This design comes from an exercise in tuning for small area, a short achievable clock period and few clock cycles on the open sky130 flow, not from production work. The RTL was checked by simulation tests, not by an equivalence proof against the original design. Power is estimated from default activity; no workload was simulated.

File: flow/run.sh
#!/bin/bash
# synth_recipe.tcl (not shown) runs the flow's synth.tcl, then flattens the netlist and writes it again
# the make line also repeats each setting of config.mk as NAME=value (left out here)
make -C /OpenROAD-flow-scripts/flow DESIGN_CONFIG=/design/flow/config.mk WORK_HOME=/design/flow/orfs CLKGATE_MAP_FILE= SYNTH_SCRIPT=/design/flow/synth_recipe.tcl finish
File: flow/config.mk
export PLATFORM = sky130hd
export DESIGN_NAME = alu
export DESIGN_NICKNAME = alu
export VERILOG_FILES = /design/flow/design.v
export SDC_FILE = /design/flow/constraint.sdc
export NUM_CORES = 4
export LEC_CHECK = 0
export ABC_AREA = 1
export ABC_CLOCK_PERIOD_IN_PS = 6000
export CAP_MARGIN = 20
export CORE_MARGIN = 2
export CORE_UTILIZATION = 40
export PLACE_DENSITY = 0.6
export SETUP_SLACK_MARGIN = 5
export SLEW_MARGIN = 20
File: flow/constraint.sdc
create_clock -name core_clock -period 11.0 [get_ports {clk}]
set_input_delay 2.2000 -clock core_clock [delete_from_list [all_inputs] [get_ports {clk}]]
set_output_delay 2.2000 -clock core_clock [all_outputs]
set_load 0.01 [all_outputs]
File: flow/design.v
module alu(
    input logic clk,
    input logic rst,
    input logic in_alu,
    input logic[31:0] operand1,
    input logic[31:0] operand2,
    input logic [5:0]operation,
    input logic[5:0]op,
    input logic [4:0]shamt,
    output logic[31:0] result,
    output logic out_alu
);
localparam logic [1:0] ST_IDLE = 2'd0, ST_MUL = 2'd1, ST_DINIT = 2'd2, ST_DIV = 2'd3;
logic [1:0]  st;
logic [4:0]  cnt;
logic [31:0] rem;      
logic [4:0]  bdr;      
logic        swp;      
wire [31:0] A = operand1;
wire [31:0] B = operand2;
wire [3:0]  oc = operation[3:0];
wire op_add = (oc == 4'd13);
wire op_sub = (oc == 4'd1);
wire op_lt  = (oc == 4'd4);
wire op_gt  = (oc == 4'd5);
wire op_eq  = (oc == 4'd6);
wire op_sll = (oc == 4'd2);
wire op_srl = (oc == 4'd3);
wire op_sra = (oc == 4'd7);
wire op_rol = (oc == 4'd8) | (oc == 4'd10);
wire op_ror = (oc == 4'd9);
wire op_mul = (oc == 4'd11);
wire op_div = (oc == 4'd12);
wire op_cmp = op_lt | op_gt | op_eq;
wire idle    = (st == ST_IDLE);
wire s_mul   = (st == ST_MUL);
wire s_dinit = (st == ST_DINIT);
wire s_div   = (st == ST_DIV);
function automatic [7:0] sign_groups(input [31:0] x);
    logic z, o;
    z = ~x[31];
    o = x[31];
    sign_groups[7] = 1'b1;
    for (int g = 6; g >= 0; g--) begin
        z = z & ~(|x[4*g+3 +: 4]);
        o = o & (&x[4*g+3 +: 4]);
        sign_groups[g] = z | o;
    end
endfunction
function automatic [4:0] group_bits(input [31:0] x, input [2:0] g);
    logic [32:0] xe;
    xe = {x, 1'b0};
    group_bits = xe[{g, 2'b00} +: 5];
endfunction
function automatic [7:0] top_group(input [31:0] x, input [7:0] sgn);
    logic [32:0] xe;
    logic [4:0] b;
    logic [2:0] t;
    xe = {x, 1'b0};
    b = 5'd0;
    t = 3'd0;
    for (int g = 0; g < 8; g++)
        if (sgn[g] & ((g == 0) | ~sgn[(g == 0) ? 0 : g-1])) begin
            b = b | xe[4*g +: 5];
            t = t | g[2:0];
        end
    top_group = {t, b};
endfunction
wire [7:0] sga = sign_groups(A);
wire [7:0] sgb = sign_groups(B);
wire [7:0] tga = top_group(A, sga);
wire [7:0] tgb = top_group(B, sgb);
wire       swp_n = |(sga & ~sgb);     
wire [2:0] t0 = swp_n ? tga[7:5] : tgb[7:5];
wire [4:0] bd0 = swp_n ? tga[4:0] : tgb[4:0];
wire [31:0] dsrc  = swp ? A : B;
wire [31:0] mcand = rem;
function automatic [32:0] booth_pp(input [2:0] d, input [31:0] a);
    logic one, two, neg;
    logic [31:0] m;
    one = d[1] ^ d[0];
    two = (d[2] & ~d[1] & ~d[0]) | (~d[2] & d[1] & d[0]);
    neg = d[2];
    m = one ? a : (two ? {a[30:0], 1'b0} : 32'd0);
    booth_pp = {neg, m ^ {32{neg}}};
endfunction
wire [32:0] pplo = booth_pp(bdr[2:0], mcand);
wire [32:0] pphi = booth_pp(bdr[4:2], mcand);
wire [31:0] mx = {result[27:0], 1'b0, pphi[32], 1'b0, pplo[32]};
wire [31:0] my = pplo[31:0];
wire [31:0] mz = {pphi[29:0], 2'b00};
wire [31:0] csa_s = mx ^ my ^ mz;
wire [31:0] csa_c = {(mx[30:0] & my[30:0]) | (mx[30:0] & mz[30:0]) | (my[30:0] & mz[30:0]), 1'b0};
wire do_sub = s_div ? ~rem[31] : (~s_mul & ~op_add);
wire [31:0] ax = s_mul ? csa_s : (s_div ? {rem[30:0], result[31]} : A);
wire [31:0] ay = s_mul ? csa_c : (B ^ {32{do_sub}});
wire [31:0] pp = ax ^ ay;
wire [31:0] gg = ax & ay;
logic [31:0] pg [0:5];
logic [31:0] gl [0:5];
assign gl[0] = {gg[31:1], gg[0] | (pp[0] & do_sub)};
assign pg[0] = {pp[31:1], 1'b0};
genvar lv, bi;
generate for (lv = 0; lv < 5; lv++) begin : g_lv
    for (bi = 0; bi < 32; bi++) begin : g_bi
        if (((bi >> lv) & 1) == 1) begin : g_op
            localparam integer J = ((bi >> lv) << lv) - 1;
            assign gl[lv+1][bi] = gl[lv][bi] | (pg[lv][bi] & gl[lv][J]);
            assign pg[lv+1][bi] = pg[lv][bi] & pg[lv][J];
        end else begin : g_pass
            assign gl[lv+1][bi] = gl[lv][bi];
            assign pg[lv+1][bi] = pg[lv][bi];
        end
    end
end endgenerate
wire [32:0] asum = {gl[5][31], pp ^ {gl[5][30:0], do_sub}};
wire borrow = ~asum[32];             
wire eq = &pp;                       
wire lt = borrow;
wire gt = ~borrow & ~eq;
wire cmp_bit = (op_lt & lt) | (op_gt & gt) | (op_eq & eq);
wire left = s_dinit | op_sll | op_rol;
wire [4:0] samt = s_dinit ? ~cnt : shamt;
wire [4:0] n = left ? (~samt + 5'd1) : samt;
wire [63:0] rr = {A, A} >> n;
wire [31:0] rot = rr[31:0];
logic [31:0] m;
genvar gj;
generate for (gj = 0; gj < 32; gj++) begin : g_mask
    assign m[gj] = left ? (5'(gj) >= samt) : ((6'(gj) + {1'b0, samt}) <= 6'd31);
end endgenerate
wire is_rot = op_rol | op_ror;
wire [31:0] shv = is_rot ? rot : ((rot & m) | (~m & {32{op_sra & A[31]}}));
function automatic [5:0] bitlen(input [31:0] x);
    bitlen = 6'd0;
    for (int j = 0; j < 32; j++) if (x[j]) bitlen = j[5:0] + 6'd1;
endfunction
wire [5:0] sdiff = bitlen(A) - bitlen(B);
logic [31:0] res_n;
logic        out_n;
logic [1:0]  st_n;
logic [4:0]  cnt_n;
always_comb begin
    res_n = asum[31:0];
    out_n = 1'b0;
    st_n  = st;
    cnt_n = cnt - 5'd1;
    case (st)
    ST_IDLE: begin
        out_n = 1'b1;
        if (op_cmp) res_n = {31'd0, cmp_bit};
        else if (op_mul) begin
            res_n = 32'd0;
            out_n = 1'b0;
            st_n = ST_MUL;
            cnt_n = {2'b00, t0};
        end else if (op_div) begin
            res_n = 32'd0;
            out_n = lt;
            st_n = lt ? ST_IDLE : ST_DINIT;
            cnt_n = sdiff[4:0];
        end else if (!(op_add | op_sub)) res_n = shv;
    end
    ST_MUL: begin
        if (cnt[2:0] == 3'd0) begin
            out_n = 1'b1;
            st_n = ST_IDLE;
        end
    end
    ST_DINIT: begin
        res_n = shv;           
        cnt_n = cnt;
        st_n = ST_DIV;
    end
    default: begin
        res_n = {result[30:0], ~asum[31]};
        if (cnt == 5'd0) begin
            out_n = 1'b1;
            st_n = ST_IDLE;
        end
    end
    endcase
end
always_ff @(posedge clk) begin
    result <= res_n;
    cnt <= cnt_n;
    if (idle)         rem <= swp_n ? B : A;
    else if (s_dinit) rem <= rot & ~m;
    else if (s_div)   rem <= asum[31:0];
    bdr <= idle ? bd0 : group_bits(dsrc, cnt[2:0] - 3'd1);
    swp <= idle ? swp_n : swp;
    if (rst | ~in_alu) begin
        st <= ST_IDLE;
        out_alu <= 1'b0;
    end else begin
        st <= st_n;
        out_alu <= out_n;
    end
end
endmodule
==> run summary, run 1 <==
worst vdd ir - 91.0 uV
DR WL/cell - 24.3 um
largest driver fanout on the critical path - 52
final WL - 69900 um
number of top-level pins - 117
post-route cell area - 16200 um2
TritonCTS clock tree - yes
starting density of the core - 40.6%
cell with the largest stage delay on the worst path - sky130_fd_sc_hd__clkdlybuf4s50_1
number of nets produced by synthesis - 2542
maximum clock insertion buffer count - 2
Post-synth EDFFs - 38
cell with the most instances after synthesis - sky130_fd_sc_hd__nand2_1
main combinational cell family by area after synthesis - compound AO/OA/AOI/OAI gates
setup repair after global routing missed its margin - true
number of iterations in the first detailed-routing pass - 6
overall overflow remaining after global route - 0
die width - 191 um
crit path DAT - 6100 ps
setup slack on the worst flop-to-flop path - 5190 ps
DRC violation count after routing - 0
number of placement rows - 68
largest stage delay on the critical path - 450 ps
pin count of the biggest net entering global routing - 74
simple-gate portion of the synthesized area - 26.7%
count of max-cap constraint violations - 0
ordered cell list for the critical path - clkdlybuf4s50_1 -> nand2_1 -> o21ai_1 -> inv_1 -> ha_1 -> inv_1 -> nand2_1 -> xor2_4 -> inv_4 -> o21ai_2 -> nand2_1 -> o21ai_2 -> inv_2 -> o21ai_1 -> nand3_1 -> o21ai_0 -> nand2_1 -> o21ai_1
violation count after the first detailed-route iteration - 2370
measured slew at the worst slew-check pin - 1100 ps
Area Overhead vs Synth - 15.5%
worst skew pair latency - 370 ps
hold violation total from the final report - 0
netlist area before placement - 14000 um2
net count reported at finish - 2584
Cell variety after synth - 63
max-slew violations - 0
number of synthesis warnings - 3
asr flop ratio synth - 0%
# port buffers - 108
share of Yosys cell area claimed by the top area cell type - 13.5%
post-synth top area cell - sky130_fd_sc_hd__nand2_1
total power density per cell area - 135 nW/um2
final antenna diode count - 0
maximum clock frequency - 169 MHz
residual antenna-violating net count after detailed routing - 0
mean post-synth cell area - 5.89 um2
vias in the first global route - 15800
setup TNS after final layout - 0 ps
wire length of the first global-routing pass - 101000 um
Leakage Power - 7.40 nW
Clock Root Buffer - sky130_fd_sc_hd__clkbuf_16
Fill cells - 3731
Final Skew - 10.4 ps
vias after detailed routing - 17500
clock-pin slew on the worst setup and hold paths - 70 ps
vias per cell - 6.07
relative max-transition margin - 26.6%
area of the placeable core - 34500 um2
Hold Path Cell Cnt - 2
type of the most critical hold path - register to register
mux share of post-synthesis cell area - 0.0715%
number of antenna violations at the first check in global routing - 2
register area share after synthesis - 13.9%
leading cell types by total area after synthesis - sky130_fd_sc_hd__nand2_1 (13%), sky130_fd_sc_hd__inv_1 (8.9%), sky130_fd_sc_hd__edfxtp_1 (8.2%), sky130_fd_sc_hd__o21ai_0 (6.4%), sky130_fd_sc_hd__a21oi_1 (6.3%)
final worst path period share - 53.6%
R2R depth - 23
area after detailed placement - 15300 um2
crit path capture type - register
fraction of the mapped netlist area in adder cells - 9.16%
floorplan die area - 36500 um2
worst hold margin - 498 ps
CTS sink count - 78
share of final-layout standard cells stronger than drive strength 1 - 7.39%
total of flip-flops plus latches after synthesis - 78
top_reg_cell synth - sky130_fd_sc_hd__dfxtp_1
run status - complete, no violations
number of setup violations in the final report - 0
final HPWL from detailed placement - 54200 um
y dimension of the die - 191 um
number of hold buffers added after cts - 0
xor and xnor fraction of the mapped netlist area - 5.69%
startpoint class of the critical path - input pin
CTS buffer count - 9
Crit path required time - 11200 ps
Crit Path Class - input pin to register
fin crit period - 5900 ps
top cells by count, synth - sky130_fd_sc_hd__nand2_1 (503), sky130_fd_sc_hd__inv_1 (332), sky130_fd_sc_hd__nor2_1 (183)
RD Place Congestion - 1.03
Most Frequent Cell on Critical Path - sky130_fd_sc_hd__nand2_1
number of cells produced by synthesis - 2376
CTS H-tree depth - 3
overall track demand over capacity in global routing - 37.6%
area fraction in compound gates after synthesis - 30.8%
critical path: cells and delay by family:
kind,cells,cell delay (ps)
adders and majority gates,1,250
xor gates and xnor gates,1,400
buffers and inverters,5,1120
and+or+nand+nor,5,730
AOI/OAI and AO/OA,6,1400
cell families (layout without fill, tap and decap cells):
logic type	after synthesis	in the layout
buffers and inverters	485	532
AND/OR/NAND/NOR	896	896
XOR/XNOR	90	90
flip-flops	78	78
adder cells (fa/ha/maj)	82	82
multiplexers	1	1
AO/OA/AOI/OAI	744	744
layer usage:
metal / routed length, um / share of wire (%) / GRT usage [%] / up-vias
met1: 28900 / 41 / 50.7 / 8113
met5: 20 / 0.029 / 0 / -
met3: 7250 / 10 / 6.90 / 184
met4: 4540 / 6.5 / 20.1 / 4
met2: 29200 / 42 / 56.6 / 1079
li1: - / - / - / 8082
worst paths after layout:
kind               from          to
max            shamt[1]     rem[20]
min          result[29]  result[30]
max reg2reg       st[0]     rem[20]
min reg2reg  result[29]  result[30]
sequential cells by signal (all words and copies together), names as in the netlist:
name	flops
st	2
out_alu	1
swp	1
rem	32
bdr	5
result	32
cnt	5
per-stage QoR:
step,cells,power [W],util [%],setup WS [ps]
after CTS,2867,0.00211,46.2,4860
after global placement,2834,0.00172,44.3,3480
final,2878,0.00218,46.9,5100
after floorplan,2376,0.00128,-,5180
after global routing,2878,0.00232,46.9,4980
after detailed placement,2834,0.00173,44.3,3440
power by group:
group          switching (W)  leakage, nW  internal (W)  total (W)
sequential         0.0000782        0.736      0.000366   0.000445
combinational       0.000896         6.52      0.000497    0.00139
clock               0.000142        0.144      0.000199   0.000340
total                0.00112         7.40       0.00106    0.00218
cell usage in the layout, fill, tap and decap left out, types with 5 or more instances in the layout:
cell type	instances
sky130_fd_sc_hd__nand2_2	6
sky130_fd_sc_hd__a21oi_2	5
sky130_fd_sc_hd__a221oi_1	10
sky130_fd_sc_hd__nor2_1	178
sky130_fd_sc_hd__o21ai_1	139
sky130_fd_sc_hd__o21ai_2	14
sky130_fd_sc_hd__inv_4	8
sky130_fd_sc_hd__clkdlybuf4s50_1	82
sky130_fd_sc_hd__or2_1	8
sky130_fd_sc_hd__nand2_1	499
sky130_fd_sc_hd__a31oi_1	21
sky130_fd_sc_hd__edfxtp_1	38
sky130_fd_sc_hd__clkbuf_16	9
sky130_fd_sc_hd__nand4_1	9
sky130_fd_sc_hd__fa_1	32
sky130_fd_sc_hd__xor2_1	77
sky130_fd_sc_hd__dfxtp_1	38
sky130_fd_sc_hd__buf_4	43
sky130_fd_sc_hd__or2_2	8
sky130_fd_sc_hd__inv_2	23
sky130_fd_sc_hd__o21ai_0	159
sky130_fd_sc_hd__a211oi_1	5
sky130_fd_sc_hd__o31ai_1	10
sky130_fd_sc_hd__dlymetal6s2s_1	14
sky130_fd_sc_hd__nand3b_1	16
sky130_fd_sc_hd__nor2_2	5
sky130_fd_sc_hd__nor3_1	22
sky130_fd_sc_hd__o211ai_1	37
sky130_fd_sc_hd__xnor2_1	9
sky130_fd_sc_hd__o21a_1	17
sky130_fd_sc_hd__o221ai_1	13
sky130_fd_sc_hd__ha_1	46
sky130_fd_sc_hd__a21oi_1	170
sky130_fd_sc_hd__inv_1	320
sky130_fd_sc_hd__o21bai_1	5
sky130_fd_sc_hd__o22ai_1	99
sky130_fd_sc_hd__clkbuf_2	8
sky130_fd_sc_hd__a21o_1	6
sky130_fd_sc_hd__nand3_1	131
timing repair:
item,CTS,global route
pin swaps,12,25
endpoints found under the setup margin,63,67
buffers inserted,14,11
resized for setup,57,89
cloned,3,0
layout make-up:
class	instances	area, um2	share of cell area, %
clock buffers	12	236	1.46
clock inverters	4	71.3	0.441
inverters	355	1360	8.44
multi-input cells	1813	10400	64.4
flip-flops and latches	78	1940	12.0
well taps	455	569	3.52
repair buffers	160	1570	9.69
repair inverters	1	7.51	0.0464
Testbench counts, summed over its fixed seeds: cycles 4,604.
==> run 2: changes to the inputs <==
--- a/flow/config.mk
+++ b/flow/config.mk
@@ -8,3 +8,2 @@
 export ABC_AREA = 1
-export ABC_CLOCK_PERIOD_IN_PS = 6000
 export CAP_MARGIN = 20
@@ -15 +14,2 @@
 export SLEW_MARGIN = 20
+export TNS_END_PERCENT = 0
==> run 2 against run 1 <==
Effect of this change:
- largest cell class unchanged
- global-route usage shrank 0.13 points
- non-clock buffer count is 9 lower
- highest routed layer unchanged
- power shrank 0.51%
- critical endpoint is now rem[13]
- still clean on timing, DRC and antenna
==> run summary, run 2 <==
clock-pin slew on the worst setup and hold paths - 60 ps (about the same)
pin count of the biggest net entering global routing - 74 (unchanged)
CTS buffer count - 9 (unchanged)
leading cell types in the layout, fill and taps excluded - sky130_fd_sc_hd__nand2_1 (500), sky130_fd_sc_hd__inv_1 (324), sky130_fd_sc_hd__nor2_1 (180)
most common cell after layout, fill and taps aside - sky130_fd_sc_hd__nand2_1
Combinational Power Share - 63.8% (about the same)
post-synth top area cell - sky130_fd_sc_hd__nand2_1
total power density per cell area - 135 nW/um2 (about the same)
top_reg_cell synth - sky130_fd_sc_hd__dfxtp_1
CTS H-tree depth - 3 (unchanged)
violation count after the first detailed-route iteration - 2268 (-4.3%)
number of placement rows - 68 (unchanged)
CTS sink count - 78 (unchanged)
startpoint class of the critical path - input pin
Crit path required time - 11070 ps (-130 ps)
area of combinational cells with multiple inputs - 10400 um2 (-0.50%)
number of synthesis warnings - 3 (unchanged)
RD Place Congestion - 1.03 (unchanged)
TritonCTS clock tree - yes
run status - complete, no violations
number of iterations in the first detailed-routing pass - 6 (unchanged)
Cell variety after synth - 63 (unchanged)
DRC violation count after routing - 0 (unchanged)
internal power - 0.00106 W (-0.58%)
Post-synth EDFFs - 38 (unchanged)
Crit Path Class - input pin to register
mean post-synth cell area - 5.89 um2 (unchanged)
sequential fraction of design power - 20.6% (+0.2 points)
# port buffers - 108 (unchanged)
wire length of the first global-routing pass - 101000 um (-0.50%)
y dimension of the die - 191 um (unchanged)
crit path DAT - 6280 ps (+180 ps)
hold violation total from the final report - 0 (unchanged)
asr flop ratio synth - 0% (unchanged)
final worst path period share - 56.5% (+2.8 points)
worst vdd ir - 90.5 uV (-0.62%)
Leakage Power - 7.34 nW (-0.91%)
starting density of the core - 40.6% (unchanged)
final antenna diode count - 0 (unchanged)
share of final-layout standard cells stronger than drive strength 1 - 6.09% (-1.3 points)
number of cells produced by synthesis - 2376 (unchanged)
DR WL/cell - 24.3 um (about the same)
residual antenna-violating net count after detailed routing - 0 (unchanged)
top flop regs - rem x32, result x32
setup repair after global routing missed its margin - true
switching power summed over all nets - 0.00111 W (-0.45%)
switching part of the total power - 51.3% (about the same)
number of nets produced by synthesis - 2542 (unchanged)
fin crit period - 6210 ps (+310 ps)
overall track demand over capacity in global routing - 37.5% (-0.13 points)
final WL - 69700 um (-0.34%)
netlist area before placement - 14000 um2 (unchanged)
register area share after synthesis - 13.9% (unchanged)
measured slew at the worst slew-check pin - 1110 ps (+8.28 ps)
setup TNS after final layout - 0 ps (unchanged)
top cells by count, synth - sky130_fd_sc_hd__nand2_1 (503), sky130_fd_sc_hd__inv_1 (332), sky130_fd_sc_hd__nor2_1 (183)
total of flip-flops plus latches after synthesis - 78 (unchanged)
Clock Root Buffer - sky130_fd_sc_hd__clkbuf_16
Final Skew - 10.6 ps (+0.180 ps)
leading cell types by total area after synthesis - sky130_fd_sc_hd__nand2_1 (13%), sky130_fd_sc_hd__inv_1 (8.9%), sky130_fd_sc_hd__edfxtp_1 (8.2%), sky130_fd_sc_hd__o21ai_0 (6.4%), sky130_fd_sc_hd__a21oi_1 (6.3%)
max-slew violations - 0 (unchanged)
crit path capture type - register
worst hold margin - 497 ps (-0.408 ps)
vias in the first global route - 15700 (-0.41%)
maximum clock insertion buffer count - 2 (unchanged)
relative max-transition margin - 26.1% (-0.55 points)
floorplan die area - 36500 um2 (unchanged)
number of instances in the placed design - 2834 (unchanged)
Area Overhead vs Synth - 14.9%
number of antenna violations at the first check in global routing - 1 (-1)
post-route cell area - 16100 um2 (-0.57%)
worst skew pair latency - 370 ps (about the same)
die width - 191 um (unchanged)
type of the most critical hold path - register to register
cell with the most instances after synthesis - sky130_fd_sc_hd__nand2_1
overall overflow remaining after global route - 0 (unchanged)
maximum clock frequency - 161 MHz (-5.0%)
vias per cell - 6.07 (about the same)
final core utilization - 46.6% (-0.27 points)
Non-Filler Instances - 2869 (-0.31%)
largest driver fanout on the critical path - 64 (+23%)
Fill cells - 3725 (-0.16%)
count of max-cap constraint violations - 0 (unchanged)
area used by sequential logic in the layout - 1940 um2 (unchanged)
net count reported at finish - 2575 (-0.35%)
number of setup violations in the final report - 0 (unchanged)
setup slack on the worst flop-to-flop path - 5100 ps (-90 ps)
vias after detailed routing - 17400 (-0.31%)
area after detailed placement - 15300 um2 (unchanged)
number of top-level pins - 117 (unchanged)
share of Yosys cell area claimed by the top area cell type - 13.5% (unchanged)
final HPWL from detailed placement - 54200 um (unchanged)
relative contribution of the clock network to total power - 15.6% (about the same)
area of the placeable core - 34500 um2 (unchanged)
[run 2: layer usage]
layer  part of all wire, %  vias up  GRT usage [%]
met2                    41     1037           55.7
met3                    10      184           7.62
met5                 0.019        -              0
met1                    42     8121           50.1
met4                   6.9        2           21.3
li1                      -     8063              -
[run 2: final timing paths]
path / from / to / cells after the start
min reg2reg: result[29] / result[30] / 2
max: operand2[15] / rem[13] / 13
max reg2reg: st[0] / result[17] / 22
min: result[29] / result[30] / 2
[run 2: cells by family after synthesis]
logic type      synth area share, %
compound gates                 30.8
xor+xnor                       5.69
fa+ha+maj                      9.16
buf+inv                        13.7
flops                          13.9
mux                          0.0715
simple gates                   26.7
[run 2: worst max-delay path, stage by stage]
cell and delay, ps:
sky130_fd_sc_hd__clkdlybuf4s50_1 720, sky130_fd_sc_hd__inv_1 220, sky130_fd_sc_hd__nor4_1 520, sky130_fd_sc_hd__nand3_1 180, sky130_fd_sc_hd__nand3b_1 190, sky130_fd_sc_hd__inv_1 110, sky130_fd_sc_hd__nor2_1 70, sky130_fd_sc_hd__a221oi_1 310
sky130_fd_sc_hd__nand2_1 140, sky130_fd_sc_hd__nor2_4 520, sky130_fd_sc_hd__inv_8 240, sky130_fd_sc_hd__o21ai_0 620, sky130_fd_sc_hd__o211ai_1 190
[run 2: layout make-up]
type	instances	area share (%)
inverters	355	8.50
multi-input cells	1813	64.4
repair buffers	151	9.48
clock inverters	4	0.444
flip-flops and latches	78	12.1
well taps	455	3.54
repair inverters	1	0.0467
clock buffers	12	1.47
[run 2: power groups by stage]
stage          Sequential, W  Combinational (W)  Clock [W]
6_report            0.000445            0.00138   0.000339
5_1_grt             0.000450            0.00151   0.000350
4_1_cts             0.000443            0.00132   0.000339
3_5_place_dp        0.000449            0.00129          0
3_3_place_gp        0.000448            0.00128          0
2_1_floorplan       0.000423           0.000852          0
[run 2: repair_timing]
action | CTS | global route
gates resized for setup | 34 | 60
setup endpoints to repair | 63 | 71
pin swaps | 11 | 15
setup buffers | 6 | 10
cloned | 2 | 1
hold buffers | 0 | 0
[run 2: metrics by stage]
stage / total power [W] / setup WS, ps
3_5_place_dp: 0.00173 / 3440
3_3_place_gp: 0.00172 / 3480
2_1_floorplan: 0.00128 / 5180
6_report: 0.00217 / 4790
5_1_grt: 0.00231 / 4830
4_1_cts: 0.00210 / 4800
==> run 3: changes to the inputs <==
--- a/flow/config.mk
+++ b/flow/config.mk
@@ -14,2 +14 @@
 export SLEW_MARGIN = 20
-export TNS_END_PERCENT = 0
==> run 3 against run 2 <==
Effect of this change:
- still clean on timing, DRC and antenna
- synthesized cell count is the same
- non-clock buffer count grew 9
- first-iteration DRC count grew 4.5%
- power grew 0.51%
- flip-flop and latch count is the same
- combinational power is essentially flat
- largest cell class unchanged
==> run summary, run 3 <==
number of cells produced by synthesis - 2376 (unchanged)
area used by sequential logic in the layout - 1940 um2 (unchanged)
share of Yosys cell area claimed by the top area cell type - 13.5% (unchanged)
share of final-layout standard cells stronger than drive strength 1 - 7.39% (+1.3 points)
overall track demand over capacity in global routing - 37.6% (+0.13 points)
most common cell after layout, fill and taps aside - sky130_fd_sc_hd__nand2_1
crit path DAT - 6100 ps (-180 ps)
TritonCTS clock tree - yes
Area Overhead vs Synth - 15.5%
setup slack on the worst flop-to-flop path - 5190 ps (+90 ps)
top_reg_cell synth - sky130_fd_sc_hd__dfxtp_1
area after detailed placement - 15300 um2 (unchanged)
post-synth top area cell - sky130_fd_sc_hd__nand2_1
worst skew pair latency - 370 ps (about the same)
wire length of the first global-routing pass - 101000 um (+0.50%)
vias after detailed routing - 17500 (+0.32%)
number of top-level pins - 117 (unchanged)
RD Place Congestion - 1.03 (unchanged)
post-route cell area - 16200 um2 (+0.58%)
capture point of the worst reg-to-reg path - rem[20]
setup repair after global routing missed its margin - true
crit path capture type - register
cell with the most instances after synthesis - sky130_fd_sc_hd__nand2_1
number of synthesis warnings - 3 (unchanged)
area of combinational cells with multiple inputs - 10400 um2 (+0.51%)
hold violation total from the final report - 0 (unchanged)
number of nets produced by synthesis - 2542 (unchanged)
vias in the first global route - 15800 (+0.41%)
number of iterations in the first detailed-routing pass - 6 (unchanged)
Leakage Power - 7.40 nW (+0.91%)
number of antenna violations at the first check in global routing - 2 (+1)
DRC violation count after routing - 0 (unchanged)
DR WL/cell - 24.3 um (about the same)
starting density of the core - 40.6% (unchanged)
pin count of the biggest net entering global routing - 74 (unchanged)
violation count after the first detailed-route iteration - 2370 (+4.5%)
CTS sink count - 78 (unchanged)
floorplan die area - 36500 um2 (unchanged)
top flop regs - rem x32, result x32
# port buffers - 108 (unchanged)
largest driver fanout on the critical path - 52 (-19%)
net count reported at finish - 2584 (+0.35%)
run status - complete, no violations
Crit Reg-Reg Startpoint - st[0]
vias per cell - 6.07 (about the same)
final worst path period share - 53.6% (-2.8 points)
type of the most critical hold path - register to register
leading cell types in the layout, fill and taps excluded - sky130_fd_sc_hd__nand2_1 (499), sky130_fd_sc_hd__inv_1 (320), sky130_fd_sc_hd__nor2_1 (178)
final WL - 69900 um (+0.34%)
Final Skew - 10.4 ps (-0.180 ps)
Most Frequent Cell on Critical Path - sky130_fd_sc_hd__nand2_1
ordered cell list for the critical path - clkdlybuf4s50_1 -> nand2_1 -> o21ai_1 -> inv_1 -> ha_1 -> inv_1 -> nand2_1 -> xor2_4 -> inv_4 -> o21ai_2 -> nand2_1 -> o21ai_2 -> inv_2 -> o21ai_1 -> nand3_1 -> o21ai_0 -> nand2_1 -> o21ai_1
Clock Root Buffer - sky130_fd_sc_hd__clkbuf_16
Hold Path Sink - result[30]
largest stage delay on the critical path - 450 ps (-270 ps)
register area share after synthesis - 13.9% (unchanged)
netlist area before placement - 14000 um2 (unchanged)
relative max-transition margin - 26.6% (+0.55 points)
mean post-synth cell area - 5.89 um2 (unchanged)
Post-synth EDFFs - 38 (unchanged)
Crit path required time - 11200 ps (+130 ps)
setup TNS after final layout - 0 ps (unchanged)
die width - 191 um (unchanged)
Crit Path Class - input pin to register
worst hold start - result[29]
R2R depth - 23 (+4.5%)
final core utilization - 46.9% (+0.27 points)
CTS H-tree depth - 3 (unchanged)
Cell variety after synth - 63 (unchanged)
area of the placeable core - 34500 um2 (unchanged)
worst vdd ir - 91.0 uV (+0.62%)
Hold Path Cell Cnt - 2 (unchanged)
total of flip-flops plus latches after synthesis - 78 (unchanged)
measured slew at the worst slew-check pin - 1100 ps (-8.28 ps)
top cells by count, synth - sky130_fd_sc_hd__nand2_1 (503), sky130_fd_sc_hd__inv_1 (332), sky130_fd_sc_hd__nor2_1 (183)
fin crit period - 5900 ps (-310 ps)
maximum clock frequency - 169 MHz (+5.3%)
number of placement rows - 68 (unchanged)
Fill cells - 3731 (+0.16%)
max-slew violations - 0 (unchanged)
overall overflow remaining after global route - 0 (unchanged)
CTS buffer count - 9 (unchanged)
count of max-cap constraint violations - 0 (unchanged)
residual antenna-violating net count after detailed routing - 0 (unchanged)
number of setup violations in the final report - 0 (unchanged)
cell with the largest stage delay on the worst path - sky130_fd_sc_hd__clkdlybuf4s50_1
Crit. Startpoint - shamt[1]
total power density per cell area - 135 nW/um2 (about the same)
startpoint class of the critical path - input pin
asr flop ratio synth - 0% (unchanged)
final HPWL from detailed placement - 54200 um (unchanged)
leading cell types by total area after synthesis - sky130_fd_sc_hd__nand2_1 (13%), sky130_fd_sc_hd__inv_1 (8.9%), sky130_fd_sc_hd__edfxtp_1 (8.2%), sky130_fd_sc_hd__o21ai_0 (6.4%), sky130_fd_sc_hd__a21oi_1 (6.3%)
y dimension of the die - 191 um (unchanged)
maximum clock insertion buffer count - 2 (unchanged)
final antenna diode count - 0 (unchanged)
clock-pin slew on the worst setup and hold paths - 70 ps (about the same)
[run 3: kinds of logic after synthesis]
logic type	Yosys count	synth area share [%]
AND/OR/NAND/NOR	896	26.7
buffers and inverters	485	13.7
AO/OA/AOI/OAI	744	30.8
XOR/XNOR	90	5.69
adder cells (fa/ha/maj)	82	9.16
multiplexers	1	0.0715
flip-flops	78	13.9
[run 3: how the worst max path moves through the flow]
stage / endpoint / slack, ps / cells after the start
global placement: result[0] / 3480 / 28
detailed placement: result[0] / 3440 / 28
floorplan: rem[22] / 5180 / 22
CTS: rem[13] / 4860 / 16
global route: result[17] / 4980 / 17
finish: rem[20] / 5100 / 18
[run 3: repair_timing]
item / in CTS / in global routing
gates resized for setup: 57 / 89
cloned: 3 / 0
pin swaps: 12 / 25
endpoints found under the setup margin: 63 / 67
hold buffers: 0 / 0
setup buffers: 14 / 11
[run 3: per-stage QoR]
| step | hold WS [ps] | instances | total power, W | setup WS (ps) |
|---|---|---|---|---|
| 2_1_floorplan | 508 | 2376 | 0.00128 | 5180 |
| 3_3_place_gp | 490 | 2834 | 0.00172 | 3480 |
| 3_5_place_dp | 491 | 2834 | 0.00173 | 3440 |
| 4_1_cts | 503 | 2867 | 0.00211 | 4860 |
| 5_1_grt | 540 | 2878 | 0.00232 | 4980 |
| 6_report | 498 | 2878 | 0.00218 | 5100 |
[run 3: worst max-delay path: cells and delay by family]
family	cells	cell delay, ps
AND/OR/NAND/NOR	5	730
buffers and inverters	5	1120
XOR/XNOR	1	400
AO/OA/AOI/OAI	6	1400
adder cells (fa/ha/maj)	1	250
[run 3: cell type report]
cell class / count / area share, %
multi-input combinational: 1813 / 64.4
sequential: 78 / 12.0
timing repair buffer: 160 / 9.69
inverter: 355 / 8.44
tap: 455 / 3.52
clock buffer: 12 / 1.46
clock inverter: 4 / 0.441
timing repair inverter: 1 / 0.0464
[run 3: power by group]
part           switching, W  leakage, nW  total (W)  internal [W]
Sequential        0.0000782        0.736   0.000445      0.000366
Combinational      0.000896         6.52    0.00139      0.000497
Clock              0.000142        0.144   0.000340      0.000199
[run 3: metal layers]
layer | vias to the layer above | global-route usage [%] | wire, um
met3 | 184 | 6.90 | 7250
met2 | 1079 | 56.6 | 29200
met5 | - | 0 | 20
li1 | 8082 | - | -
met1 | 8113 | 50.7 | 28900
met4 | 4 | 20.1 | 4540
==> run 4: changes to the inputs <==
--- a/flow/config.mk
+++ b/flow/config.mk
@@ -8,3 +8,3 @@
 export ABC_AREA = 1
-export CAP_MARGIN = 20
+export CAP_MARGIN = 10
 export CORE_MARGIN = 2
@@ -13,2 +13,2 @@
 export SETUP_SLACK_MARGIN = 5
-export SLEW_MARGIN = 20
+export SLEW_MARGIN = 10
==> run 4 against run 3 <==
Effect of this change:
- largest cell class unchanged
- die area stayed put
- worst hold slack stayed put
- flip-flop and latch count stayed put
- clock-buffer cell count stayed put
- routed wire length stayed put
- maximum frequency stayed put
- via count stayed put
- first-iteration DRC count stayed put
- non-clock buffer count stayed put
- clock skew stayed put
==> run summary, run 4 <==
number of instances in the placed design - 2834 (unchanged)
die width - 191 um (unchanged)
mux share of post-synthesis cell area - 0.0715% (unchanged)
post-synth top area cell - sky130_fd_sc_hd__nand2_1
RD Place Congestion - 1.03 (unchanged)
max-slew violations - 0 (unchanged)
overall overflow remaining after global route - 0 (unchanged)
most used routing layer in global routing - met2
number of hold buffers added after cts - 0 (unchanged)
number of cells produced by synthesis - 2376 (unchanged)
hold violation total from the final report - 0 (unchanged)
mean post-synth cell area - 5.89 um2 (unchanged)
cell with the most instances after synthesis - sky130_fd_sc_hd__nand2_1
met1 GRT Util - 50.7% (unchanged)
asr flop ratio synth - 0% (unchanged)
final worst path period share - 53.6% (unchanged)
setup slack on the worst flop-to-flop path - 5190 ps (about the same)
relative max-transition margin - 26.6% (unchanged)
CTS sink count - 78 (unchanged)
register area share after synthesis - 13.9% (unchanged)
number of top-level pins - 117 (unchanged)
fraction of the mapped netlist area in adder cells - 9.16% (unchanged)
final HPWL from detailed placement - 54200 um (unchanged)
number of setup violations in the final report - 0 (unchanged)
pin count of the biggest net entering global routing - 74 (unchanged)
Area Overhead vs Synth - 15.5% (unchanged)
main combinational cell family by area after synthesis - compound AO/OA/AOI/OAI gates
M2 GR Usage - 56.6% (unchanged)
run status - complete, no violations
worst hold margin - 498 ps (unchanged)
crit path DAT - 6100 ps (about the same)
fin crit period - 5900 ps (unchanged)
count of max-cap constraint violations - 0 (unchanged)
type of the most critical hold path - register to register
startpoint class of the critical path - input pin
number of iterations in the first detailed-routing pass - 6 (unchanged)
total power density per cell area - 135 nW/um2 (unchanged)
met3 capacity usage during global routing - 6.90% (unchanged)
worst skew pair latency - 370 ps (about the same)
Crit Path Class - input pin to register
top flop regs - rem x32, result x32
simple-gate portion of the synthesized area - 26.7% (unchanged)
measured slew at the worst slew-check pin - 1100 ps (unchanged)
vias after detailed routing - 17500 (unchanged)
leading cell types by total area after synthesis - sky130_fd_sc_hd__nand2_1 (13%), sky130_fd_sc_hd__inv_1 (8.9%), sky130_fd_sc_hd__edfxtp_1 (8.2%), sky130_fd_sc_hd__o21ai_0 (6.4%), sky130_fd_sc_hd__a21oi_1 (6.3%)
y dimension of the die - 191 um (unchanged)
number of antenna violations at the first check in global routing - 2 (unchanged)
Cell variety after synth - 63 (unchanged)
floorplan die area - 36500 um2 (unchanged)
most common cell after layout, fill and taps aside - sky130_fd_sc_hd__nand2_1
DR WL/cell - 24.3 um (unchanged)
final antenna diode count - 0 (unchanged)
top cells by count, synth - sky130_fd_sc_hd__nand2_1 (503), sky130_fd_sc_hd__inv_1 (332), sky130_fd_sc_hd__nor2_1 (183)
area fraction in compound gates after synthesis - 30.8% (unchanged)
netlist area before placement - 14000 um2 (unchanged)
wire length of the first global-routing pass - 101000 um (unchanged)
starting density of the core - 40.6% (unchanged)
Post-synth EDFFs - 38 (unchanged)
Non-Filler Instances - 2878 (unchanged)
number of nets produced by synthesis - 2542 (unchanged)
Final Skew - 10.4 ps (unchanged)
final core utilization - 46.9% (unchanged)
CTS H-tree depth - 3 (unchanged)
worst vdd ir - 91.0 uV (unchanged)
Crit Reg-Reg Startpoint - st[0]
worst hold start - result[29]
maximum clock insertion buffer count - 2 (unchanged)
number of placement rows - 68 (unchanged)
total of flip-flops plus latches after synthesis - 78 (unchanged)
Crit. Startpoint - shamt[1]
net count reported at finish - 2584 (unchanged)
TritonCTS clock tree - yes
violation count after the first detailed-route iteration - 2370 (unchanged)
share of final-layout standard cells stronger than drive strength 1 - 7.39% (unchanged)
final WL - 69900 um (unchanged)
CTS buffer count - 9 (unchanged)
# port buffers - 108 (unchanged)
leading cell types in the layout, fill and taps excluded - sky130_fd_sc_hd__nand2_1 (499), sky130_fd_sc_hd__inv_1 (320), sky130_fd_sc_hd__nor2_1 (178)
top_reg_cell synth - sky130_fd_sc_hd__dfxtp_1
xor and xnor fraction of the mapped netlist area - 5.69% (unchanged)
setup TNS after final layout - 0 ps (unchanged)
DRC violation count after routing - 0 (unchanged)
Clock Root Buffer - sky130_fd_sc_hd__clkbuf_16
overall track demand over capacity in global routing - 37.6% (unchanged)
setup repair after global routing missed its margin - true
Crit path required time - 11200 ps (about the same)
maximum clock frequency - 169 MHz (unchanged)
area of the placeable core - 34500 um2 (unchanged)
vias in the first global route - 15800 (unchanged)
Leakage Power - 7.40 nW (unchanged)
vias per cell - 6.07 (unchanged)
residual antenna-violating net count after detailed routing - 0 (unchanged)
number of synthesis warnings - 3 (unchanged)
largest driver fanout on the critical path - 52 (unchanged)
crit path capture type - register
clock-pin slew on the worst setup and hold paths - 70 ps (about the same)
share of Yosys cell area claimed by the top area cell type - 13.5% (unchanged)
run 4: cell counts after synthesis:
Identical to the previous run, type by type.
run 4: critical path, stage by stage:
cell	delay, ps
sky130_fd_sc_hd__clkdlybuf4s50_1	450
sky130_fd_sc_hd__nand2_1	50
sky130_fd_sc_hd__o21ai_1	290
sky130_fd_sc_hd__inv_1	170
sky130_fd_sc_hd__ha_1	250
sky130_fd_sc_hd__inv_1	180
sky130_fd_sc_hd__nand2_1	180
sky130_fd_sc_hd__xor2_4	400
sky130_fd_sc_hd__inv_4	270
sky130_fd_sc_hd__o21ai_2	280
sky130_fd_sc_hd__nand2_1	90
sky130_fd_sc_hd__o21ai_2	80
sky130_fd_sc_hd__inv_2	50
sky130_fd_sc_hd__o21ai_1	410
sky130_fd_sc_hd__nand3_1	320
sky130_fd_sc_hd__o21ai_0	220
sky130_fd_sc_hd__nand2_1	90
sky130_fd_sc_hd__o21ai_1	120
run 4: what timing repair did:
| action | 4_1_cts | 5_1_grt |
|---|---|---|
| gates resized for setup | 57 | 89 |
| cloned | 3 | 0 |
| buffers inserted | 14 | 11 |
| pin swaps | 12 | 25 |
| setup endpoints to repair | 63 | 67 |
run 4: cell type report:
cell class,count,area (um2)
fillers,3731,18300
multi-input cells,1813,10400
flip-flops and latches,78,1940
repair buffers,160,1570
inverters,355,1360
well taps,455,569
clock buffers,12,236
clock inverters,4,71.3
repair inverters,1,7.51
run 4: power by group:
group / switching, W / total, W / internal, W / leakage [nW]
clock network: 0.000142 / 0.000340 / 0.000199 / 0.144
logic: 0.000896 / 0.00139 / 0.000497 / 6.52
registers: 0.0000782 / 0.000445 / 0.000366 / 0.736
run 4: worst paths after layout:
check / to / cells after the start
max reg2reg: rem[20] / 23
min reg2reg: result[30] / 2
min: result[30] / 2
max: rem[20] / 18
run 4: metrics by stage:
| stage | cell area [um2] | total power (W) | setup WS (ps) |
|---|---|---|---|
| after CTS | 15900 | 0.00211 | 4860 |
| after detailed placement | 15300 | 0.00173 | 3440 |
| after global routing | 16200 | 0.00232 | 4980 |
| after floorplan | 14000 | 0.00128 | 5180 |
| final | 16200 | 0.00218 | 5100 |
| after global placement | 15300 | 0.00172 | 3480 |
run 4: cell families after synthesis:
group	Yosys count
AND/OR/NAND/NOR	896
multiplexers	1
XOR/XNOR	90
flip-flops	78
adder cells (fa/ha/maj)	82
AO/OA/AOI/OAI	744
buffers and inverters	485
run 4: per-layer routing:
layer / vias up / share of wire [%]
li1: 8082 / -
met1: 8113 / 41
met2: 1079 / 42
met3: 184 / 10
met4: 4 / 6.5
met5: - / 0.029
==> run 5: changes to the inputs <==
==> flow/flow/run.sh (new file) <==
#!/bin/bash
export SETUP_SLACK_MARGIN=5.5
bash standard.sh > standard.log 2>&1
==> flow/standard.sh (new file) <==
#!/bin/bash
# synth_recipe.tcl (not shown) runs the flow's synth.tcl, then flattens the netlist and writes it again
# the make line also repeats each setting of config.mk as NAME=value (left out here)
make -C /OpenROAD-flow-scripts/flow DESIGN_CONFIG=/design/flow/config.mk WORK_HOME=/design/flow/orfs CLKGATE_MAP_FILE= SYNTH_SCRIPT=/design/flow/synth_recipe.tcl "${@:-finish}"
--- a/flow/config.mk
+++ b/flow/config.mk
@@ -8,3 +8,3 @@
 export ABC_AREA = 1
-export CAP_MARGIN = 10
+export CAP_MARGIN = 20
 export CORE_MARGIN = 2
@@ -12,3 +12,2 @@
 export PLACE_DENSITY = 0.6
-export SETUP_SLACK_MARGIN = 5
-export SLEW_MARGIN = 10
+export SLEW_MARGIN = 20
removed: flow/run.sh
==> run 5 against run 4 <==
Effect of this change:
- area after synthesis unchanged
- synthesized cell count unchanged
- power increased by 6.0%
- register-to-register slack improved by 430 ps
- flip-flop and latch count unchanged
- core utilization increased by 2.6 points
- maximum frequency increased by 6.9%
- sequential share of layout area decreased by 0.62 points
- worst setup slack improved by 380 ps
- via count increased by 1.7%
- critical path type unchanged
- highest routed layer unchanged
==> run summary, run 5 <==
Clock Root Buffer - sky130_fd_sc_hd__clkbuf_16
count of buffer and inverter cells on the critical path - 2 (-3)
Final Skew - 27.2 ps (+16.8 ps)
measured slew at the worst slew-check pin - 1240 ps (+147 ps)
CTS H-tree depth - 3 (unchanged)
share of final-layout standard cells stronger than drive strength 1 - 13.1% (+5.7 points)
Hold Path Cell Cnt - 2 (unchanged)
floorplan die area - 36500 um2 (unchanged)
number of top-level pins - 117 (unchanged)
startpoint class of the critical path - input pin
area used by sequential logic in the layout - 1950 um2 (+0.13%)
asr flop ratio synth - 0% (unchanged)
total of flip-flops plus latches after synthesis - 78 (unchanged)
Area Overhead vs Synth - 21.9%
largest stage delay on the critical path - 770 ps (+320 ps)
register area share after synthesis - 13.9% (unchanged)
area of the placeable core - 34500 um2 (unchanged)
cell with the most instances after synthesis - sky130_fd_sc_hd__nand2_1
overall overflow remaining after global route - 0 (unchanged)
mean post-synth cell area - 5.89 um2 (unchanged)
top flop regs - rem x32, result x32
maximum clock insertion buffer count - 2 (unchanged)
pre-CTS setup slack - 3530 ps (+92.2 ps)
overall track demand over capacity in global routing - 39.4% (+1.8 points)
leading cell types in the layout, fill and taps excluded - sky130_fd_sc_hd__nand2_1 (488), sky130_fd_sc_hd__inv_1 (304), sky130_fd_sc_hd__nor2_1 (174)
starting density of the core - 40.6% (unchanged)
CTS buffer count - 9 (unchanged)
number of iterations in the first detailed-routing pass - 8 (+2)
die width - 191 um (unchanged)
crit path capture type - register
max-slew violations - 0 (unchanged)
leading cell types by total area after synthesis - sky130_fd_sc_hd__nand2_1 (13%), sky130_fd_sc_hd__inv_1 (8.9%), sky130_fd_sc_hd__edfxtp_1 (8.2%), sky130_fd_sc_hd__o21ai_0 (6.4%), sky130_fd_sc_hd__a21oi_1 (6.3%)
clock-pin slew on the worst setup and hold paths - 70 ps (about the same)
R2R depth - 19 (-17%)
count of max-cap constraint violations - 0 (unchanged)
number of synthesis warnings - 3 (unchanged)
hold violation total from the final report - 0 (unchanged)
setup repair after global routing missed its margin - true
area of combinational cells with multiple inputs - 11000 um2 (+5.4%)
number of hold buffers added after cts - 0 (unchanged)
most common cell after layout, fill and taps aside - sky130_fd_sc_hd__nand2_1
capture point of the worst reg-to-reg path - result[0]
vias in the first global route - 15600 (-1.2%)
Most Frequent Cell on Critical Path - sky130_fd_sc_hd__nand2_1
top cells by count, synth - sky130_fd_sc_hd__nand2_1 (503), sky130_fd_sc_hd__inv_1 (332), sky130_fd_sc_hd__nor2_1 (183)
DR WL/cell - 25.5 um (+5.1%)
final worst path period share - 50.2% (-3.5 points)
TritonCTS clock tree - yes
relative max-transition margin - 16.8% (-9.9 points)
Leakage Power - 7.65 nW (+3.3%)
DRC violation count after routing - 0 (unchanged)
largest driver fanout on the critical path - 6 (-88%)
number of nets produced by synthesis - 2542 (unchanged)
fin crit period - 5520 ps (-383 ps)
vias after detailed routing - 17800 (+1.7%)
total power density per cell area - 135 nW/um2 (+0.47%)
number of cells produced by synthesis - 2376 (unchanged)
vias per cell - 6.11 (+0.64%)
number of placement rows - 68 (unchanged)
number of antenna violations at the first check in global routing - 1 (-1)
Post-synth EDFFs - 38 (unchanged)
wire length of the first global-routing pass - 104000 um (+2.6%)
netlist area before placement - 14000 um2 (unchanged)
pin count of the biggest net entering global routing - 70 (-5.4%)
run status - complete, no violations
cell with the largest stage delay on the worst path - sky130_fd_sc_hd__clkdlybuf4s50_1
Hold Path Sink - result[30]
number of setup violations in the final report - 0 (unchanged)
final WL - 74300 um (+6.2%)
worst skew pair latency - 390 ps (+20 ps)
worst vdd ir - 101 uV (+11%)
net count reported at finish - 2614 (+1.2%)
worst hold start - result[29]
Crit Reg-Reg Startpoint - st[1]
type of the most critical hold path - register to register
cell family with most CP delay - simple AND/OR/NAND/NOR gates
Crit path required time - 11090 ps (-110 ps)
setup TNS after final layout - 0 ps (unchanged)
CTS sink count - 78 (unchanged)
PnR worst setup slack - 5480 ps (+383 ps)
setup slack on the worst flop-to-flop path - 5620 ps (+430 ps)
residual antenna-violating net count after detailed routing - 0 (unchanged)
crit path DAT - 5610 ps (-490 ps)
violation count after the first detailed-route iteration - 2208 (-6.8%)
maximum clock frequency - 181 MHz (+6.9%)
Fill cells - 3662 (-1.8%)
Crit Path Class - input pin to register
# port buffers - 108 (unchanged)
post-synth top area cell - sky130_fd_sc_hd__nand2_1
share of Yosys cell area claimed by the top area cell type - 13.5% (unchanged)
final HPWL from detailed placement - 56200 um (+3.8%)
RD Place Congestion - 1.05 (+1.9%)
top_reg_cell synth - sky130_fd_sc_hd__dfxtp_1
final antenna diode count - 0 (unchanged)
y dimension of the die - 191 um (unchanged)
Cell variety after synth - 63 (unchanged)
[run 5: cell counts after synthesis]
Identical to the previous run, type by type.
[run 5: how the worst max path moves through the flow]
| stage | startpoint | end | slack [ps] | cells after the start |
|---|---|---|---|---|
| 2_1_floorplan | operation[0] | rem[22] | 5460 | 22 |
| 3_5_place_dp | operation[0] | result[0] | 3530 | 27 |
| 4_1_cts | operation[2] | rem[28] | 5470 | 24 |
| 3_3_place_gp | operation[0] | result[0] | 3530 | 27 |
| 6_report | operand1[15] | cnt[4] | 5480 | 27 |
| 5_1_grt | operand2[1] | cnt[4] | 5400 | 40 |
[run 5: cell families after synthesis]
family | count (synthesis) | share of synthesized area (%)
and+or+nand+nor | 896 | 26.7
AOI/OAI and AO/OA | 744 | 30.8
buffers and inverters | 485 | 13.7
xor gates and xnor gates | 90 | 5.69
adders and majority gates | 82 | 9.16
DFF | 78 | 13.9
muxes | 1 | 0.0715
[run 5: final cells by class]
class,instances,share of cell area (%)
timing repair buffer,187,10.6
multi-input combinational,1814,64.3
tap,455,3.34
clock buffer,11,1.36
timing repair inverter,3,0.161
clock inverter,5,0.345
sequential,78,11.4
inverter,355,8.46
[run 5: what timing repair did]
item                       CTS  global route
cloned                       3             4
gates resized for setup    189           205
buffers inserted            17            31
pin swaps                   17            46
setup endpoints to repair   75            70
[run 5: metal layers]
layer | share of wire, % | vias up | GRT usage, %
met4 | 6.8 | 2 | 20.8
li1 | - | 8144 | -
met2 | 42 | 1106 | 59.9
met5 | 0.022 | - | 0
met3 | 11 | 211 | 7.58
met1 | 40 | 8294 | 52.5
[run 5: stage by stage]
step / cells / instance area (um2) / total power (W) / utilization [%] / hold slack [ps]
floorplan: 2376 / 14000 / 0.00128 / - / 508
global placement: 2836 / 15300 / 0.00177 / 44.5 / 492
detailed placement: 2836 / 15300 / 0.00178 / 44.5 / 484
CTS: 2872 / 16200 / 0.00217 / 46.9 / 501
global route: 2908 / 17100 / 0.00244 / 49.5 / 554
finish: 2908 / 17100 / 0.00231 / 49.5 / 500
[run 5: where the power goes]
group | total (W) | internal (W) | switching (W)
registers | 0.000445 | 0.000366 | 0.0000791
logic | 0.00153 | 0.000552 | 0.000981
clock network | 0.000330 | 0.000177 | 0.000153
[run 5: worst min-delay path: stages, from the launching register on]
cell                      delay (ps)
sky130_fd_sc_hd__dfxtp_1         320
sky130_fd_sc_hd__nor2_1           90
sky130_fd_sc_hd__a21oi_1          50
==> run 6: changes to the inputs <==
==> flow/flow/run.sh (replaced) <==
#!/bin/bash
export BUFFER_PORTS_ARGS="-buffer_cell sky130_fd_sc_hd__buf_1"
export SETUP_SLACK_MARGIN=6
bash standard.sh > standard.log 2>&1
==> run 6 against run 5 <==
Effect of this change:
- still clean on timing, DRC and antenna
- worst setup slack got worse by 130 ps
- power rose by 2.8%
- cell count grew 1.3%
- first-iteration DRC count is 28% higher
==> run summary, run 6 <==
run status - complete, no violations
ordered cell list for the critical path - buf_8 -> nor2_4 -> inv_2 -> o21ai_4 -> o21ai_4 -> buf_12 -> buf_16 -> nor2_2 -> nor3_4 -> inv_2 -> fa_2 -> fa_2 -> inv_2 -> nand2_2 -> nand2_4 -> a211oi_4 -> o21a_4 -> inv_4 -> fa_2 -> xnor2_2 -> nor2_2 -> nor2_1 -> a311o_1 -> a21oi_1
Combinational Power Share - 65.1% (-1.3 points)
largest stage delay on the critical path - 410 ps (-360 ps)
post-synth top area cell - sky130_fd_sc_hd__nand2_1
top cells by count, synth - sky130_fd_sc_hd__nand2_1 (503), sky130_fd_sc_hd__inv_1 (332), sky130_fd_sc_hd__nor2_1 (183)
asr flop ratio synth - 0% (unchanged)
CTS buffer count - 9 (unchanged)
setup TNS after final layout - 0 ps (unchanged)
simple-gate portion of the synthesized area - 26.7% (unchanged)
Crit Reg-Reg Startpoint - bdr[2]
xor and xnor fraction of the mapped netlist area - 5.69% (unchanged)
crit path capture type - register
largest driver fanout on the critical path - 6 (unchanged)
DRC violation count after routing - 0 (unchanged)
Clock Root Buffer - sky130_fd_sc_hd__clkbuf_16
final WL - 72500 um (-2.4%)
number of placement rows - 68 (unchanged)
maximum clock frequency - 177 MHz (-2.3%)
setup slack on the worst flop-to-flop path - 5410 ps (-210 ps)
wire length of the first global-routing pass - 103000 um (-0.66%)
# port buffers - 108 (unchanged)
Non-Filler Instances - 2946 (+1.3%)
Crit. Startpoint - operation[1]
final antenna diode count - 0 (unchanged)
TritonCTS clock tree - yes
switching power summed over all nets - 0.00121 W (-0.57%)
total power density per cell area - 138 nW/um2 (+1.6%)
number of synthesis warnings - 3 (unchanged)
cell family with most CP delay - compound AO/OA/AOI/OAI gates
crit path DAT - 5930 ps (+320 ps)
vias in the first global route - 16200 (+4.1%)
die width - 191 um (unchanged)
Leakage Power - 7.67 nW (+0.27%)
number of nets produced by synthesis - 2542 (unchanged)
area of the placeable core - 34500 um2 (unchanged)
y dimension of the die - 191 um (unchanged)
number of top-level pins - 117 (unchanged)
startpoint class of the critical path - input pin
worst hold margin - 522 ps (+22.8 ps)
number of cells produced by synthesis - 2376 (unchanged)
number of hold buffers added after cts - 0 (unchanged)
worst vdd ir - 90.4 uV (-11%)
fraction of the mapped netlist area in adder cells - 9.16% (unchanged)
hold violation total from the final report - 0 (unchanged)
capture point of the worst reg-to-reg path - result[17]
share of final-layout standard cells stronger than drive strength 1 - 17.4% (+4.3 points)
count of buffer and inverter cells on the critical path - 7 (+5)
CTS H-tree depth - 3 (unchanged)
worst skew pair latency - 360 ps (-30 ps)
type of the most critical hold path - register to register
clock-pin slew on the worst setup and hold paths - 70 ps (about the same)
Final Skew - 12.9 ps (-14.4 ps)
number of setup violations in the final report - 0 (unchanged)
Cell variety after synth - 63 (unchanged)
fin crit period - 5650 ps (+129 ps)
maximum clock insertion buffer count - 2 (unchanged)
relative max-transition margin - 33.9% (+17 points)
max-slew violations - 0 (unchanged)
mux share of post-synthesis cell area - 0.0715% (unchanged)
starting density of the core - 40.6% (unchanged)
pin count of the biggest net entering global routing - 74 (+5.7%)
Post-synth EDFFs - 38 (unchanged)
number of iterations in the first detailed-routing pass - 5 (-3)
netlist area before placement - 14000 um2 (unchanged)
switching part of the total power - 50.8% (-1.7 points)
leading cell types in the layout, fill and taps excluded - sky130_fd_sc_hd__nand2_1 (476), sky130_fd_sc_hd__inv_1 (305), sky130_fd_sc_hd__nor2_1 (165)
Crit path required time - 11280 ps (+190 ps)
count of max-cap constraint violations - 0 (unchanged)
violation count after the first detailed-route iteration - 2828 (+28%)
measured slew at the worst slew-check pin - 991 ps (-254 ps)
net count reported at finish - 2652 (+1.5%)
cell with the most instances after synthesis - sky130_fd_sc_hd__nand2_1
vias after detailed routing - 18100 (+1.9%)
DR WL/cell - 24.6 um (-3.7%)
most common cell after layout, fill and taps aside - sky130_fd_sc_hd__nand2_1
number of antenna violations at the first check in global routing - 3 (+2)
overall overflow remaining after global route - 0 (unchanged)
vias per cell - 6.14 (+0.55%)
register area share after synthesis - 13.9% (unchanged)
critical path capture point - result[17]
share of Yosys cell area claimed by the top area cell type - 13.5% (unchanged)
mean post-synth cell area - 5.89 um2 (unchanged)
Area Overhead vs Synth - 23.3%
number of instances in the placed design - 2841 (+0.18%)
Critical Path Stages - 24 (-11%)
floorplan die area - 36500 um2 (unchanged)
RD Place Congestion - 1.03 (-1.4%)
residual antenna-violating net count after detailed routing - 0 (unchanged)
top_reg_cell synth - sky130_fd_sc_hd__dfxtp_1
overall track demand over capacity in global routing - 38.2% (-1.1 points)
relative contribution of the clock network to total power - 16.1% (+1.8 points)
internal power - 0.00117 W (+6.5%)
leading cell types by total area after synthesis - sky130_fd_sc_hd__nand2_1 (13%), sky130_fd_sc_hd__inv_1 (8.9%), sky130_fd_sc_hd__edfxtp_1 (8.2%), sky130_fd_sc_hd__o21ai_0 (6.4%), sky130_fd_sc_hd__a21oi_1 (6.3%)
total of flip-flops plus latches after synthesis - 78 (unchanged)
R2R depth - 22 (+3)
final worst path period share - 51.3% (+1.2 points)
area fraction in compound gates after synthesis - 30.8% (unchanged)
Crit Path Class - input pin to register
top flop regs - rem x32, result x32
sequential fraction of design power - 18.8% (-0.5 points)
final HPWL from detailed placement - 54200 um (-3.6%)
cell with the largest stage delay on the worst path - sky130_fd_sc_hd__a311o_1
setup repair after global routing missed its margin - true
CTS sink count - 78 (unchanged)
main combinational cell family by area after synthesis - compound AO/OA/AOI/OAI gates
==> run 6: changes by cell type in the layout (fill, tap and decap cells not counted), moves of 9 or more <==
cell,before,now
sky130_fd_sc_hd__buf_1,0,80
sky130_fd_sc_hd__clkdlybuf4s50_1,70,0
sky130_fd_sc_hd__buf_4,65,92
sky130_fd_sc_hd__buf_2,3,19
sky130_fd_sc_hd__a21oi_1,162,149
sky130_fd_sc_hd__a21oi_2,12,24
sky130_fd_sc_hd__nand2_1,488,476
sky130_fd_sc_hd__dlygate4sd2_1,11,0
sky130_fd_sc_hd__nand3_1,125,114
sky130_fd_sc_hd__nand3_2,7,18
sky130_fd_sc_hd__buf_6,9,19
sky130_fd_sc_hd__o21ai_1,141,151
sky130_fd_sc_hd__nor2_1,174,165
==> run 6: worst min-delay path: stages, from the launching register on <==
cell and delay [ps]:
sky130_fd_sc_hd__dfxtp_1 320, sky130_fd_sc_hd__nor2_1 110, sky130_fd_sc_hd__a21oi_1 50
==> run 6: worst min path at each step <==
stage | start | to | slack [ps] | cells past startpoint
after floorplan | result[28] | result[29] | 510 | 2
after global placement | result[29] | result[30] | 490 | 2
after detailed placement | result[30] | result[31] | 490 | 2
after CTS | result[30] | result[31] | 510 | 2
after global routing | result[29] | result[30] | 550 | 2
final | result[29] | result[30] | 520 | 2
==> run 6: layer usage <==
layer | GRT usage [%] | up-vias | wire length [um]
met2 | 58.1 | 1165 | 30600
li1 | - | 8222 | -
met5 | 0 | - | 21
met1 | 49.5 | 8470 | 28400
met3 | 8.76 | 227 | 8390
met4 | 22.0 | 4 | 5090
==> run 6: what timing repair did <==
| action | CTS | global route |
|---|---|---|
| setup endpoints to repair | 77 | 72 |
| gates cloned | 5 | 2 |
| gates resized for setup | 221 | 179 |
| buffers inserted | 41 | 41 |
| pin swaps | 51 | 86 |
==> run 6: area by class of cell <==
class                           count  area (um2)
Timing Repair Buffer              224        1560
Multi-Input combinational cell   1813       11300
Tap cell                          455         569
Fill cell                        3580       17200
Sequential cell                    78        1940
Clock inverter                      6         134
Timing Repair inverter              5        48.8
Inverter                          355        1440
Clock buffer                       10         229
==> run 6: per-stage QoR <==
stage                     utilization, %  total power, W  cell area, um2  setup slack, ps
after CTS                           47.0         0.00218           16200             5590
after detailed placement            42.7         0.00170           14700             3800
after global routing                50.1         0.00251           17300             5310
final                               50.1         0.00237           17300             5350
after floorplan                        -         0.00128           14100             5480
after global placement              42.7         0.00169           14700             3840
==> run 6: cell families (layout without fill, tap and decap cells) <==
logic type                 count (synthesis)  count (layout)
xor gates and xnor gates                  90              90
buffers and inverters                    485             600
muxes                                      1               1
and+or+nand+nor                          896             896
adders and majority gates                 82              82
AOI/OAI and AO/OA                        744             744
DFF                                       78              78
==> run 6: power by group through the flow <==
stage	clock network [W]	registers, W	logic [W]
final	0.000382	0.000445	0.00155
after global routing	0.000390	0.000448	0.00167
after CTS	0.000382	0.000441	0.00136
after detailed placement	0	0.000448	0.00125
after global placement	0	0.000447	0.00124
after floorplan	0	0.000424	0.000860
==> run 7: changes to the inputs <==
==> flow/flow/run.sh (replaced) <==
#!/bin/bash
export BUFFER_PORTS_ARGS="-buffer_cell sky130_fd_sc_hd__buf_1"
export SETUP_SLACK_MARGIN=5.5
bash standard.sh > standard.log 2>&1
==> run 7 against run 6 <==
Effect of this change:
- cell count down 1.8%
- sequential power up 2%
- highest routed layer unchanged
- flip-flop and latch count unchanged
- routed wire length down 0.79%
- core utilization down 3.3 points
- global-route usage up 0.46 points
- maximum frequency up 2.4%
- worst hold slack better by 9.7 ps
- still clean on timing, DRC and antenna
- sequential share of layout area up 0.79 points
- synthesized cell count unchanged
- power down 7.7%
- area after synthesis unchanged
- critical path type unchanged
==> run summary, run 7 <==
run status - complete, no violations
RD Place Congestion - 1.02 (-1.1%)
asr flop ratio synth - 0% (unchanged)
fin crit period - 5510 ps (-134 ps)
final worst path period share - 50.1% (-1.2 points)
Hold Path Sink - result[30]
overall track demand over capacity in global routing - 38.7% (+0.46 points)
y dimension of the die - 191 um (unchanged)
CTS buffer count - 9 (unchanged)
number of instances in the placed design - 2840 (-0.035%)
vias in the first global route - 15900 (-1.9%)
relative max-transition margin - 25.9% (-8.0 points)
Post-synth EDFFs - 38 (unchanged)
final antenna diode count - 0 (unchanged)
Clock Root Buffer - sky130_fd_sc_hd__clkbuf_16
total power of the final layout - 0.00219 W (-7.7%)
cell with the largest stage delay on the worst path - sky130_fd_sc_hd__buf_1
CTS sink count - 78 (unchanged)
worst skew pair latency - 360 ps (about the same)
number of cells produced by synthesis - 2376 (unchanged)
die width - 191 um (unchanged)
final WL - 71900 um (-0.79%)
Crit Path Class - input pin to register
leading cell types in the layout, fill and taps excluded - sky130_fd_sc_hd__nand2_1 (486), sky130_fd_sc_hd__inv_1 (313), sky130_fd_sc_hd__nor2_1 (176)
measured slew at the worst slew-check pin - 1110 ps (+121 ps)
setup TNS after final layout - 0 ps (unchanged)
worst vdd ir - 75.9 uV (-16%)
share of Yosys cell area claimed by the top area cell type - 13.5% (unchanged)
net count reported at finish - 2600 (-2.0%)
maximum clock insertion buffer count - 2 (unchanged)
netlist area before placement - 14000 um2 (unchanged)
TritonCTS clock tree - yes
number of setup violations in the final report - 0 (unchanged)
largest stage delay on the critical path - 340 ps (-70 ps)
post-synth top area cell - sky130_fd_sc_hd__nand2_1
mean post-synth cell area - 5.89 um2 (unchanged)
violation count after the first detailed-route iteration - 2249 (-20%)
number of placement rows - 68 (unchanged)
type of the most critical hold path - register to register
DRC violation count after routing - 0 (unchanged)
Leakage Power - 7.22 nW (-5.9%)
overall overflow remaining after global route - 0 (unchanged)
maximum clock frequency - 181 MHz (+2.4%)
register area share after synthesis - 13.9% (unchanged)
Area Overhead vs Synth - 15.2%
top flop regs - rem x32, result x32
Cell variety after synth - 63 (unchanged)
detailed-routing wirelength on met1 - 29100 um (+2.8%)
Crit path required time - 11080 ps (-200 ps)
residual antenna-violating net count after detailed routing - 0 (unchanged)
area of the placeable core - 34500 um2 (unchanged)
startpoint class of the critical path - input pin
met2 wire len - 29900 um (-2.3%)
vias per cell - 6.08 (-1.0%)
number of hold buffers added after cts - 0 (unchanged)
pre-CTS setup slack - 3850 ps (+46.5 ps)
total power density per cell area - 136 nW/um2 (-1.2%)
worst hold start - result[29]
number of nets produced by synthesis - 2542 (unchanged)
number of antenna violations at the first check in global routing - 3 (unchanged)
capture point of the worst reg-to-reg path - rem[27]
number of top-level pins - 117 (unchanged)
final HPWL from detailed placement - 55500 um (+2.4%)
starting density of the core - 40.6% (unchanged)
CTS H-tree depth - 3 (unchanged)
floorplan die area - 36500 um2 (unchanged)
# port buffers - 108 (unchanged)
Crit Reg-Reg Startpoint - bdr[4]
max-slew violations - 0 (unchanged)
setup repair after global routing missed its margin - true
pin count of the biggest net entering global routing - 92 (+24%)
[run 7: area by class of cell]
cell class,count,area (um2)
repair buffers,173,1070
clock buffers,12,246
multi-input cells,1814,10800
flip-flops and latches,78,1940
repair inverters,3,38.8
fillers,3703,18300
clock inverters,4,55.1
well taps,455,569
inverters,355,1420
[run 7: through the flow]
stage	cell area [um2]	hold WS, ps
floorplan	14000	508
global placement	14700	514
detailed placement	14700	508
CTS	15400	523
global route	16100	551
finish	16100	532
[run 7: routing by layer]
| layer | global-route usage [%] | vias up |
|---|---|---|
| li1 | - | 8120 |
| met2 | 57.9 | 1005 |
| met4 | 24.8 | 6 |
| met5 | 0 | - |
| met1 | 50.2 | 8249 |
| met3 | 8.37 | 207 |
[run 7: worst max-delay path by stage]
stage / startpoint / to / depth (start not counted)
after detailed placement: operation[0] / result[0] / 27
final: operand2[8] / cnt[4] / 33
after global placement: operation[0] / result[0] / 27
after global routing: operand2[2] / cnt[4] / 39
after CTS: operation[0] / result[0] / 23
after floorplan: operation[0] / rem[22] / 22
[run 7: critical path, delay by kind of cell]
family	cells	cell delay, ps
AO/OA/AOI/OAI	3	560
XOR/XNOR	1	310
adder cells (fa/ha/maj)	2	420
buffers and inverters	2	600
AND/OR/NAND/NOR	25	1510
[run 7: power breakdown]
| part | leakage [nW] | internal [W] | switching [W] |
|---|---|---|---|
| registers | 0.736 | 0.000366 | 0.0000877 |
| logic | 6.34 | 0.000478 | 0.000932 |
| clock network | 0.143 | 0.000184 | 0.000143 |
| total | 7.22 | 0.00103 | 0.00116 |
[run 7: cells by family after synthesis]
logic type	count (synthesis)	synth area share [%]
AOI/OAI and AO/OA	744	30.8
xor gates and xnor gates	90	5.69
adders and majority gates	82	9.16
buffers and inverters	485	13.7
DFF	78	13.9
muxes	1	0.0715
and+or+nand+nor	896	26.7
[run 7: what timing repair did]
item / CTS / global route
endpoints found under the setup margin: 71 / 67
gates resized for setup: 96 / 147
pin swaps: 15 / 56
cloned: 5 / 1
buffers inserted: 8 / 24

[what the ideal ports hide]
Ports are ideal in the flow. The routed layouts listed here were re-timed in OpenROAD. Step 1 sets driving cells, clkbuf_16 on the clock port and buf_2 on the other inputs (assumed; they add their load-dependent delay and slew). Step 2 moves the port delays by t, midway between the first and last clock arrival at a register: inputs arrive t later, outputs are due t later. That takes back most of the time a late clock gives input paths. a / b / c = ideal / step 1 / step 2; a / b = the first two.
run	t, ns	setup slack, ns	hold WS [ns]	worst setup path after step 2
run 1	0.415	5.099 / 5.127 / 4.712	0.498 / 0.498 / 0.498	input to register
run 2	0.416	4.789 / 4.810 / 4.394	0.497 / 0.497 / 0.497	input to register
run 3	0.415	5.099 / 5.127 / 4.712	0.498 / 0.498 / 0.498	input to register
run 4	0.415	5.099 / 5.127 / 4.712	0.498 / 0.498 / 0.498	input to register
run 5	0.429	5.481 / 5.500 / 5.071	0.500 / 0.500 / 0.500	input to register
run 6	0.405	5.352 / 5.349 / 4.944	0.522 / 0.522 / 0.522	input to register
run 7	0.404	5.486 / 5.496 / 5.092	0.532 / 0.532 / 0.532	input to register
After both steps setup and hold are still met in every run listed. For run 5, which loses most, drivers alone change the setup slack by +0.019 ns; drivers and shift together by -0.410 ns.
